Background: an optimization exercise with open tools, aiming at small area, a short achievable clock period and few clock cycles per item. Do not read the settings as production practice.
Where RTL was checked, it was by simulation tests only, not by an equivalence proof against the original.
Power figures rest on the tool's default switching activity, not on a simulated workload.

Setup of job 101:
==> module cache_controller, before the edit <==
module cache_controller(
    input [31:0] current_instruction,
    input clock,
    input reset,
    input [127:0] inst_readdata,
    input inst_BUSY,
    output reg inst_read,
    output [31:0] output_instr,
    output reg [5:0] inst_address,
    output reg BUSY
);
    reg         cache_VALID [7:0];
    reg [2:0]   cache_TAG   [7:0];
    reg [127:0] ring        [7:0];
    reg [2:0]   label       [7:0];   
    reg         pend;            
    reg  [2:0]  pend_line;       
    reg         idle_rd;         
    reg         done;            
    reg         waiting;         
    reg [3:0]   word_rd;         
    reg [8:0]   slot_ok;         
    reg [31:0]  out_q;
    wire [9:0] address = current_instruction[9:0];
    wire [2:0] index   = address[6:4];
    wire       fetch   = |current_instruction;
    wire       HIT     = cache_VALID[index] && (cache_TAG[index] == address[9:7]);
    wire       ready   = idle_rd && !done && !waiting;
    wire       enter0  = pend && (pend_line == label[7]);
    wire       enter4  = pend && (pend_line == label[3]);
    wire       enter   = enter0 || enter4;
    wire       go      = !pend || enter || (pend_line == index);
    wire miss   = ready && fetch && !HIT;
    wire read_d = idle_rd ? ((miss || waiting) && go) : inst_BUSY;
    wire wait_d = (miss || waiting) && !go;
    wire done_d = idle_rd ? (ready && fetch && HIT) : !inst_BUSY;
    wire last   = !idle_rd && !inst_BUSY;    
    wire pend_d = last || (pend && !enter && !read_d);
    wire       pend_x    = last || (pend && !enter);
    wire [2:0] pend_next = last ? index : pend_line;
    wire [23:0] labels;
    genvar g;
    generate
        for (g = 0; g < 8; g = g + 1) begin : g_slot
            assign labels[3*g +: 3] = label[g];
        end
    endgenerate
    wire [35:0] sel_g [3:0];
    genvar q;
    generate
        for (q = 0; q < 4; q = q + 1) begin : g_sel
            cache_word_select u_select (
                .index(index), .word(address[3:2]), .enable(idle_rd),
                .labels({pend_line, labels}), .slot_ok(slot_ok),
                .sel(sel_g[q])
            );
        end
    endgenerate
    wire [31:0] out_d;
    genvar b, k;
    generate
        for (b = 0; b < 32; b = b + 1) begin : g_bit
            wire [35:0] term_s, term_d;
            wire [8:0]  grp;
            for (k = 0; k < 32; k = k + 1) begin : g_k
                assign term_s[k] = sel_g[b/8][k];
                assign term_d[k] = ring[k/4][32*(k%4)+b];
            end
            for (k = 0; k < 4; k = k + 1) begin : g_r
                assign term_s[32+k] = word_rd[k] | sel_g[b/8][32+k];
                assign term_d[32+k] = inst_readdata[32*k+b];
            end
            for (k = 0; k < 9; k = k + 1) begin : g_grp
                sel_ao4 u_ao (.s(term_s[4*k +: 4]), .d(term_d[4*k +: 4]), .y(grp[k]));
            end
            sel_or9 u_or (.a(grp), .y(out_d[b]));
        end
    endgenerate
    integer i;
    always @(posedge clock or posedge reset) begin
        if (reset) begin
            idle_rd   <= 1'b1;
            done      <= 1'b0;
            waiting   <= 1'b0;
            inst_read <= 1'b0;
            pend      <= 1'b0;
            slot_ok   <= 9'h0ff;
            for (i = 0; i < 8; i = i + 1)
                label[i] <= i;
        end else begin
            idle_rd   <= !read_d;
            done      <= done_d;
            waiting   <= wait_d;
            inst_read <= read_d;
            pend      <= pend_d;
            slot_ok[0] <= !(pend_x && pend_next == label[7]);
            for (i = 1; i < 8; i = i + 1)
                slot_ok[i] <= !(pend_x && pend_next == label[i-1]);
            slot_ok[8] <= pend_x;
            label[0]  <= label[7];
            for (i = 1; i < 8; i = i + 1)
                label[i] <= label[i-1];
        end
    end
    always @(posedge clock) begin
        for (i = 0; i < 4; i = i + 1)
            word_rd[i] <= read_d && address[3:2] == i;
        BUSY         <= !done_d;
        inst_address <= address[9:4];
        out_q        <= out_d;
        if (last)
            pend_line <= index;
    end
    assign output_instr = out_q;
    always @(posedge clock or posedge reset) begin
        if (reset) begin
            for (i = 0; i < 8; i = i + 1)
                cache_VALID[i] <= 1'b0;
        end else if (last) begin
            cache_VALID[index] <= 1'b1;
        end
    end
    always @(posedge clock) begin
        if (last)
            cache_TAG[index] <= address[9:7];
    end
    always @(posedge clock) begin
        ring[0] <= enter0 ? inst_readdata : ring[7];
        ring[4] <= enter4 ? inst_readdata : ring[3];
        for (i = 1; i < 8; i = i + 1)
            if (i != 4) ring[i] <= ring[i-1];
    end
endmodule
==> module sel_ao4, before the edit <==
module sel_ao4 (input [3:0] s, input [3:0] d, output y);
    assign y = |(s & d);
endmodule
==> module sel_or9, before the edit <==
module sel_or9 (input [8:0] a, output y);
    wire [2:0] n;
    sel_nor3 u_n0 (.a(a[2:0]), .y(n[0]));
    sel_nor3 u_n1 (.a(a[5:3]), .y(n[1]));
    sel_nor3 u_n2 (.a(a[8:6]), .y(n[2]));
    sel_nand3 u_o (.a(n), .y(y));
endmodule
==> module sel_nor3, before the edit <==
module sel_nor3 (input [2:0] a, output y);
    assign y = !(|a);
endmodule
==> module sel_nand3, before the edit <==
module sel_nand3 (input [2:0] a, output y);
    assign y = !(&a);
endmodule
clock: 6.5 ns
lec_check: 0
cap_margin: 20
core_margin: 2
core_utilization: 55
cts_cluster_diameter: 80
cts_cluster_size: 25
place_density: 0.7
setup_slack_margin: 4.0
slew_margin: 20
synth_hierarchical: 1
synth_minimum_keep_size: 0
standard.sh (not shown) runs the stock make flow with config.mk's settings and CLKGATE_MAP_FILE= SYNTH_SCRIPT=/design/flow/synth_recipe.tcl, a recipe that flattens the netlist after the stock synthesis.
==> flow/flow/run.sh <==
#!/bin/bash
# The standard layout, with plain buffers on the ports instead of the
# delay cells buffer_ports picks by default. make's output goes to
# make_finish.log; each ORFS step logs under orfs/logs/.
set -euo pipefail
bash standard.sh \
    BUFFER_PORTS_ARGS="-buffer_cell sky130_fd_sc_hd__buf_2" \
    finish > make_finish.log 2>&1
Relative to job 101, the following input files were edited for job 102:
--- a/flow/design.v
+++ b/flow/design.v
@@ -57,26 +57,18 @@
             );
         end
     endgenerate
-    wire [31:0] out_d;
-    genvar b, k;
-    generate
-        for (b = 0; b < 32; b = b + 1) begin : g_bit
-            wire [35:0] term_s, term_d;
-            wire [8:0]  grp;
-            for (k = 0; k < 32; k = k + 1) begin : g_k
-                assign term_s[k] = sel_g[b/8][k];
-                assign term_d[k] = ring[k/4][32*(k%4)+b];
-            end
-            for (k = 0; k < 4; k = k + 1) begin : g_r
-                assign term_s[32+k] = word_rd[k] | sel_g[b/8][32+k];
-                assign term_d[32+k] = inst_readdata[32*k+b];
-            end
-            for (k = 0; k < 9; k = k + 1) begin : g_grp
-                sel_ao4 u_ao (.s(term_s[4*k +: 4]), .d(term_d[4*k +: 4]), .y(grp[k]));
-            end
-            sel_or9 u_or (.a(grp), .y(out_d[b]));
+    reg [31:0] out_d;
+    integer s, w, b;
+    always @(*) begin
+        out_d = 32'd0;
+        for (b = 0; b < 32; b = b + 1) begin
+            for (s = 0; s < 8; s = s + 1)
+                for (w = 0; w < 4; w = w + 1)
+                    out_d[b] = out_d[b] | (sel_g[b/8][4*s+w] & ring[s][32*w+b]);
+            for (w = 0; w < 4; w = w + 1)
+                out_d[b] = out_d[b] | ((word_rd[w] | sel_g[b/8][32+w]) & inst_readdata[32*w+b]);
         end
-    endgenerate
+    end
     integer i;
     always @(posedge clock or posedge reset) begin
         if (reset) begin
@@ -162,19 +154,3 @@
 module sel_and2 (input a, input b, output y);
     assign y = a & b;
 endmodule
-module sel_ao4 (input [3:0] s, input [3:0] d, output y);
-    assign y = |(s & d);
-endmodule
-module sel_or9 (input [8:0] a, output y);
-    wire [2:0] n;
-    sel_nor3 u_n0 (.a(a[2:0]), .y(n[0]));
-    sel_nor3 u_n1 (.a(a[5:3]), .y(n[1]));
-    sel_nor3 u_n2 (.a(a[8:6]), .y(n[2]));
-    sel_nand3 u_o (.a(n), .y(y));
-endmodule
-module sel_nor3 (input [2:0] a, output y);
-    assign y = !(|a);
-endmodule
-module sel_nand3 (input [2:0] a, output y);
-    assign y = !(&a);
-endmodule
## What came out
Delta(share of the clock period used by the worst path after layout, job 102 - job 101) < 0
Diff job 101 -> job 102: synthesized cell count lower, die span in y shrank by 0.68%.
The TritonCTS buffer count of job 102 is higher than that of job 101.
Wire length sits higher in job 102 than in job 101.
Job 102 does worse than job 101 on power.
Compared with job 101, job 102 ends up with a larger final cell area.
Testbench counts of job 102, summed over its fixed seeds: cycles 16,889, requests 6,400.
The RTL of job 101 was laid out without a check of its function.

---

The RTL this note starts from:
==> flow/design.v <==
`timescale 1ns/100ps
module cache_controller(
    input [31:0] current_instruction,
    input clock,
    input reset,
    input [127:0] inst_readdata,
    input inst_BUSY,
    output reg inst_read,
    output [31:0] output_instr,
    output reg [5:0] inst_address,
    output reg BUSY
);
    reg         cache_VALID [7:0];
    reg [2:0]   cache_TAG   [7:0];
    reg [127:0] cache_DATA  [7:0];
    reg         idle_rd;         
    reg         done;            
    reg [7:0]   line_we;         
    reg [3:0]   word_rd;         
    reg [31:0]  out_q;
    wire [9:0] address = current_instruction[9:0];
    wire       fetch   = |current_instruction;
    wire       HIT     = cache_VALID[address[6:4]] && (cache_TAG[address[6:4]] == address[9:7]);
    wire       ready   = idle_rd && !done;
    wire read_d = idle_rd ? (ready && fetch && !HIT) : inst_BUSY;
    wire done_d = idle_rd ? (ready && fetch && HIT) : !inst_BUSY;
    wire [31:0] sel;
    cache_word_select u_select (
        .index(address[6:4]), .word(address[3:2]), .enable(idle_rd),
        .sel(sel)
    );
    reg [31:0] out_d;
    integer l, w;
    always @(*) begin
        out_d = 32'd0;
        for (l = 0; l < 8; l = l + 1)
            for (w = 0; w < 4; w = w + 1)
                out_d = out_d | ({32{sel[4*l+w]}} & cache_DATA[l][32*w +: 32]);
        for (w = 0; w < 4; w = w + 1)
            out_d = out_d | ({32{word_rd[w]}} & inst_readdata[32*w +: 32]);
    end
    integer i;
    always @(posedge clock or posedge reset) begin
        if (reset) begin
            idle_rd   <= 1'b1;
            done      <= 1'b0;
            inst_read <= 1'b0;
            line_we   <= 8'd0;
        end else begin
            idle_rd   <= !read_d;
            done      <= done_d;
            inst_read <= read_d;
            for (i = 0; i < 8; i = i + 1)
                line_we[i] <= read_d && address[6:4] == i;
        end
    end
    always @(posedge clock) begin
        for (i = 0; i < 4; i = i + 1)
            word_rd[i] <= read_d && address[3:2] == i;
        BUSY         <= !done_d;
        inst_address <= address[9:4];
        out_q        <= out_d;
    end
    assign output_instr = out_q;
    always @(posedge clock or posedge reset) begin
        if (reset) begin
            for (i = 0; i < 8; i = i + 1)
                cache_VALID[i] <= 1'b0;
        end else begin
            for (i = 0; i < 8; i = i + 1)
                if (line_we[i]) cache_VALID[i] <= 1'b1;
        end
    end
    always @(posedge clock) begin
        for (i = 0; i < 8; i = i + 1)
            if (line_we[i]) begin
                cache_DATA[i] <= inst_readdata;
                cache_TAG[i]  <= address[9:7];
            end
    end
endmodule
module cache_word_select (
    input  [2:0]  index,
    input  [1:0]  word,
    input         enable,
    output [31:0] sel
);
    genvar l, w;
    generate
        for (l = 0; l < 8; l = l + 1) begin : g_l
            for (w = 0; w < 4; w = w + 1) begin : g_w
                assign sel[4*l+w] = enable && index == l && word == w;
            end
        end
    endgenerate
endmodule
==> flow/config.mk <==
export PLATFORM = sky130hd
export DESIGN_NAME = cache_controller
export DESIGN_NICKNAME = cache_controller
export VERILOG_FILES = /design/flow/design.v
export SDC_FILE = /design/flow/constraint.sdc
export NUM_CORES = 4
export LEC_CHECK = 0
export CAP_MARGIN = 20
export CORE_MARGIN = 2
export CORE_UTILIZATION = 55
export CTS_CLUSTER_DIAMETER = 80
export CTS_CLUSTER_SIZE = 25
export PLACE_DENSITY = 0.7
export SETUP_SLACK_MARGIN = 4.0
export SLEW_MARGIN = 20
export SYNTH_HIERARCHICAL = 1
export SYNTH_MINIMUM_KEEP_SIZE = 0
==> flow/constraint.sdc <==
create_clock -name core_clock -period 6.5 [get_ports {clock}]
set_input_delay 1.3000 -clock core_clock [delete_from_list [all_inputs] [get_ports {clock}]]
set_output_delay 1.3000 -clock core_clock [all_outputs]
set_load 0.01 [all_outputs]
Scripts as last shown in full above: flow/flow/run.sh
The first run passed the timing, DRC and antenna checks.
Then changed:
--- a/flow/design.v
+++ b/flow/design.v
@@ -85,12 +85,26 @@
     input         enable,
     output [31:0] sel
 );
+    wire [3:0] pa, pq;
+    wire [1:0] pb;
+    sel_dec2 u_pa (.a(index[1:0]), .y(pa));
+    sel_dec2 u_pq (.a(word), .y(pq));
+    sel_dec1 u_pb (.a(index[2]), .en(enable), .y(pb));
     genvar l, w;
     generate
         for (l = 0; l < 8; l = l + 1) begin : g_l
             for (w = 0; w < 4; w = w + 1) begin : g_w
-                assign sel[4*l+w] = enable && index == l && word == w;
+                sel_and3 u_and (.a(pa[l % 4]), .b(pb[l / 4]), .c(pq[w]), .y(sel[4*l+w]));
             end
         end
     endgenerate
 endmodule
+module sel_dec2 (input [1:0] a, output [3:0] y);
+    assign y = {a[1] & a[0], a[1] & !a[0], !a[1] & a[0], !a[1] & !a[0]};
+endmodule
+module sel_dec1 (input a, input en, output [1:0] y);
+    assign y = {en & a, en & !a};
+endmodule
+module sel_and3 (input a, input b, input c, output y);
+    assign y = a & b & c;
+endmodule
- via count grows by 4.2%
- global-route usage grows by 2.3 points
- design area grows by 1.2%
- worst setup slack degrades by 0.12 ns
- utilization grows by 0.65 points
- power is about the same
- routed wire length grows by about 9%
- synthesized area is about the same
- synthesized cell count hardly moves
- clock power shrinks by about 2%
- non-clock buffer count grows by 16
- critical path depth shrinks by 1
No run of this note included a check of the RTL's function; only the layout flow was run.

---

== lane 4 ==
cache_controller, a different RTL version from the one above (not shown whole).
Size: ~2,800 cells after synthesis, about 200 I/O pins, about 0.036 mm^2 of cells after synthesis.
==> module cache_controller, before the edit <==
module cache_controller(
    input [31:0] current_instruction,
    input clock,
    input reset,
    input [127:0] inst_readdata,
    input inst_BUSY,
    output reg inst_read,
    output [31:0] output_instr,
    output reg [5:0] inst_address,
    output reg BUSY
);
    reg         cache_VALID [7:0];
    reg [2:0]   cache_TAG   [7:0];
    reg [127:0] ring        [7:0];
    reg [2:0]   label       [7:0];   
    reg         pend;            
    reg  [2:0]  pend_line;       
    reg         idle_rd;         
    reg         done;            
    reg         waiting;         
    reg [3:0]   word_rd;         
    reg [31:0]  out_q;
    wire [9:0] address = current_instruction[9:0];
    wire [2:0] index   = address[6:4];
    wire       fetch   = |current_instruction;
    wire       HIT     = cache_VALID[index] && (cache_TAG[index] == address[9:7]);
    wire       ready   = idle_rd && !done && !waiting;
    wire       enter0  = pend && (pend_line == label[7]);
    wire       enter4  = pend && (pend_line == label[3]);
    wire       enter   = enter0 || enter4;
    wire       go      = !pend || enter || (pend_line == index);
    wire miss   = ready && fetch && !HIT;
    wire read_d = idle_rd ? ((miss || waiting) && go) : inst_BUSY;
    wire wait_d = (miss || waiting) && !go;
    wire done_d = idle_rd ? (ready && fetch && HIT) : !inst_BUSY;
    wire last   = !idle_rd && !inst_BUSY;    
    wire pend_d = last || (pend && !enter && !read_d);
    wire [23:0] labels;
    wire [8:0]  slot_ok;
    genvar g;
    generate
        for (g = 0; g < 8; g = g + 1) begin : g_slot
            assign labels[3*g +: 3] = label[g];
            assign slot_ok[g] = idle_rd && !(pend && pend_line == label[g]);
        end
    endgenerate
    assign slot_ok[8] = idle_rd && pend;
    wire [35:0] sel_g [3:0];
    genvar q;
    generate
        for (q = 0; q < 4; q = q + 1) begin : g_sel
            cache_word_select u_select (
                .index(index), .word(address[3:2]),
                .labels({pend_line, labels}), .slot_ok(slot_ok),
                .sel(sel_g[q])
            );
        end
    endgenerate
    reg [31:0] out_d;
    integer s, w, b;
    always @(*) begin
        out_d = 32'd0;
        for (b = 0; b < 32; b = b + 1) begin
            for (s = 0; s < 8; s = s + 1)
                for (w = 0; w < 4; w = w + 1)
                    out_d[b] = out_d[b] | (sel_g[b/8][4*s+w] & ring[s][32*w+b]);
            for (w = 0; w < 4; w = w + 1)
                out_d[b] = out_d[b] | ((word_rd[w] | sel_g[b/8][32+w]) & inst_readdata[32*w+b]);
        end
    end
    integer i;
    always @(posedge clock or posedge reset) begin
        if (reset) begin
            idle_rd   <= 1'b1;
            done      <= 1'b0;
            waiting   <= 1'b0;
            inst_read <= 1'b0;
            pend      <= 1'b0;
            for (i = 0; i < 8; i = i + 1)
                label[i] <= i;
        end else begin
            idle_rd   <= !read_d;
            done      <= done_d;
            waiting   <= wait_d;
            inst_read <= read_d;
            pend      <= pend_d;
            label[0]  <= label[7];
            for (i = 1; i < 8; i = i + 1)
                label[i] <= label[i-1];
        end
    end
    always @(posedge clock) begin
        for (i = 0; i < 4; i = i + 1)
            word_rd[i] <= read_d && address[3:2] == i;
        BUSY         <= !done_d;
        inst_address <= address[9:4];
        out_q        <= out_d;
        if (last)
            pend_line <= index;
    end
    assign output_instr = out_q;
    always @(posedge clock or posedge reset) begin
        if (reset) begin
            for (i = 0; i < 8; i = i + 1)
                cache_VALID[i] <= 1'b0;
        end else if (last) begin
            cache_VALID[index] <= 1'b1;
        end
    end
    always @(posedge clock) begin
        if (last)
            cache_TAG[index] <= address[9:7];
    end
    always @(posedge clock) begin
        ring[0] <= enter0 ? inst_readdata : ring[7];
        ring[4] <= enter4 ? inst_readdata : ring[3];
        for (i = 1; i < 8; i = i + 1)
            if (i != 4) ring[i] <= ring[i-1];
    end
endmodule
==> module cache_word_select, before the edit <==
module cache_word_select (
    input  [2:0]  index,
    input  [1:0]  word,
    input  [26:0] labels,
    input  [8:0]  slot_ok,
    output [35:0] sel
);
    wire [3:0] pq;
    wire [8:0] hit;
    sel_dec2 u_pq (.a(word), .y(pq));
    genvar s, w;
    generate
        for (s = 0; s < 9; s = s + 1) begin : g_s
            sel_match u_match (.a(index), .b(labels[3*s +: 3]), .en(slot_ok[s]), .y(hit[s]));
            for (w = 0; w < 4; w = w + 1) begin : g_w
                sel_and2 u_and (.a(hit[s]), .b(pq[w]), .y(sel[4*s+w]));
            end
        end
    endgenerate
endmodule
==> module sel_dec2, before the edit <==
module sel_dec2 (input [1:0] a, output [3:0] y);
    assign y = {a[1] & a[0], a[1] & !a[0], !a[1] & a[0], !a[1] & !a[0]};
endmodule
==> module sel_match, before the edit <==
module sel_match (input [2:0] a, input [2:0] b, input en, output y);
    assign y = en && a == b;
endmodule
==> module sel_and2, before the edit <==
module sel_and2 (input a, input b, output y);
    assign y = a & b;
endmodule
Settings: LEC_CHECK=0, CAP_MARGIN=20, CORE_MARGIN=2, CORE_UTILIZATION=55, CTS_CLUSTER_DIAMETER=80, CTS_CLUSTER_SIZE=25, PLACE_DENSITY=0.7, SETUP_SLACK_MARGIN=4.0, SLEW_MARGIN=20, SYNTH_HIERARCHICAL=1, SYNTH_MINIMUM_KEEP_SIZE=0; clock period 6.5 ns.
Scripts as last shown in full above: flow/flow/run.sh
diff inputs: lane 4 => lane 5
-- flow/design.v --
<<< lane 4, line 39
    wire [23:0] labels;
    wire [8:0]  slot_ok;
    genvar g;
    generate
>>> lane 5, line 39
    wire [23:0] labels;
    wire [8:0]  slot_ok;
    wire [31:0] sel;
    wire [3:0]  fsel;
    genvar g;
    generate
<<< lane 4, line 47
    endgenerate
    assign slot_ok[8] = idle_rd && pend;
    wire [35:0] sel_g [3:0];
    genvar q;
    generate
        for (q = 0; q < 4; q = q + 1) begin : g_sel
            cache_word_select u_select (
                .index(index), .word(address[3:2]),
                .labels({pend_line, labels}), .slot_ok(slot_ok),
                .sel(sel_g[q])
            );
        end
    endgenerate
    reg [31:0] out_d;
    integer s, w, b;
    always @(*) begin
        out_d = 32'd0;
        for (b = 0; b < 32; b = b + 1) begin
            for (s = 0; s < 8; s = s + 1)
                for (w = 0; w < 4; w = w + 1)
                    out_d[b] = out_d[b] | (sel_g[b/8][4*s+w] & ring[s][32*w+b]);
            for (w = 0; w < 4; w = w + 1)
                out_d[b] = out_d[b] | ((word_rd[w] | sel_g[b/8][32+w]) & inst_readdata[32*w+b]);
        end
    end
    integer i;
>>> lane 5, line 49
    endgenerate
    assign slot_ok[8] = idle_rd && pend;
    cache_word_select u_select (
        .index(index), .word(address[3:2]),
        .labels({pend_line, labels}), .slot_ok(slot_ok),
        .sel({fsel, sel})
    );
    wire [3:0] rsel = word_rd | fsel;
    reg [31:0] out_d;
    integer s, w;
    always @(*) begin
        out_d = 32'd0;
        for (s = 0; s < 8; s = s + 1)
            for (w = 0; w < 4; w = w + 1)
                out_d = out_d | ({32{sel[4*s+w]}} & ring[s][32*w +: 32]);
        for (w = 0; w < 4; w = w + 1)
            out_d = out_d | ({32{rsel[w]}} & inst_readdata[32*w +: 32]);
    end
    integer i;
<<< lane 4, line 127
    output [35:0] sel
);
    wire [3:0] pq;
    wire [8:0] hit;
    sel_dec2 u_pq (.a(word), .y(pq));
    genvar s, w;
    generate
        for (s = 0; s < 9; s = s + 1) begin : g_s
            sel_match u_match (.a(index), .b(labels[3*s +: 3]), .en(slot_ok[s]), .y(hit[s]));
            for (w = 0; w < 4; w = w + 1) begin : g_w
                sel_and2 u_and (.a(hit[s]), .b(pq[w]), .y(sel[4*s+w]));
            end
        end
    endgenerate
endmodule
module sel_dec2 (input [1:0] a, output [3:0] y);
    assign y = {a[1] & a[0], a[1] & !a[0], !a[1] & a[0], !a[1] & !a[0]};
endmodule
module sel_match (input [2:0] a, input [2:0] b, input en, output y);
    assign y = en && a == b;
endmodule
module sel_and2 (input a, input b, output y);
    assign y = a & b;
endmodule
>>> lane 5, line 122
    output [35:0] sel
);
    genvar s, w;
    generate
        for (s = 0; s < 9; s = s + 1) begin : g_s
            wire hit = slot_ok[s] && index == labels[3*s +: 3];
            for (w = 0; w < 4; w = w + 1) begin : g_w
                assign sel[4*s+w] = hit && word == w;
            end
        end
    endgenerate
endmodule
==> comparison <==
The routed length on met1 in lane 5 was higher than what lane 4 gave. Per the comparison of lane 5 with lane 4, clock buffer count decreased by 5 relative to the old numbers, number of cells on the worst reg-to-reg path increased by 2 relative to the old numbers. Compared with lane 4, final non-filler cell area in lane 5 decreased slightly. Per the comparison of lane 5 with lane 4, smallest setup slack after layout shows a reduction of 0.14 ns; wire length rose by about 8%; first-pass GRT wire length rose 3.8%; detailed route wirelength on metal3 now larger. Maximum net fanout on the critical path: lane 5 > lane 4. Lane 5 ran to completion and came out clean on the timing, DRC and antenna checks.
No run of this note included a check of the RTL's function; only the layout flow was run.

## afterwards: timing with drivers on the ports
Ports are ideal in the flow. The routed layouts listed here were re-timed in OpenROAD.
Step 1 assumes that a clkbuf_16 drives the clock port and a buf_2 every other input.
Step 2 moves the port delays by t, midway between the first and last clock arrival at a register: inputs arrive t later, outputs are due t later. That takes back most of the time a late clock gives input paths.
a / b / c = ideal ports / drivers / drivers and shift; a / b = the first two.
run	shift t [ns]	slack for setup (ns)	worst hold slack (ns)	worst slew at a driven data input, ns
job 101	0.694	3.879 / 3.815 / 3.122	0.344 / 0.344 / 0.344	0.19
job 102	0.705	3.925 / 3.839 / 3.134	0.349 / 0.349 / 0.349	0.18
the first run of note 2	0.731	3.990 / 3.927 / 3.196	0.476 / 0.476 / 0.476	0.17
the second run of note 2	0.704	3.868 / 3.816 / 3.112	0.481 / 0.481 / 0.481	0.17
lane 4	0.695	3.791 / 3.791 / 3.174	0.349 / 0.349 / 0.349	0.18
lane 5	0.701	3.646 / 3.637 / 2.936	0.347 / 0.347 / 0.347	0.16
After both steps setup and hold are still met in every run listed. The setup slack of the first run of note 2, which loses most, moves by -0.063 ns with the drivers and by -0.794 ns with both steps.
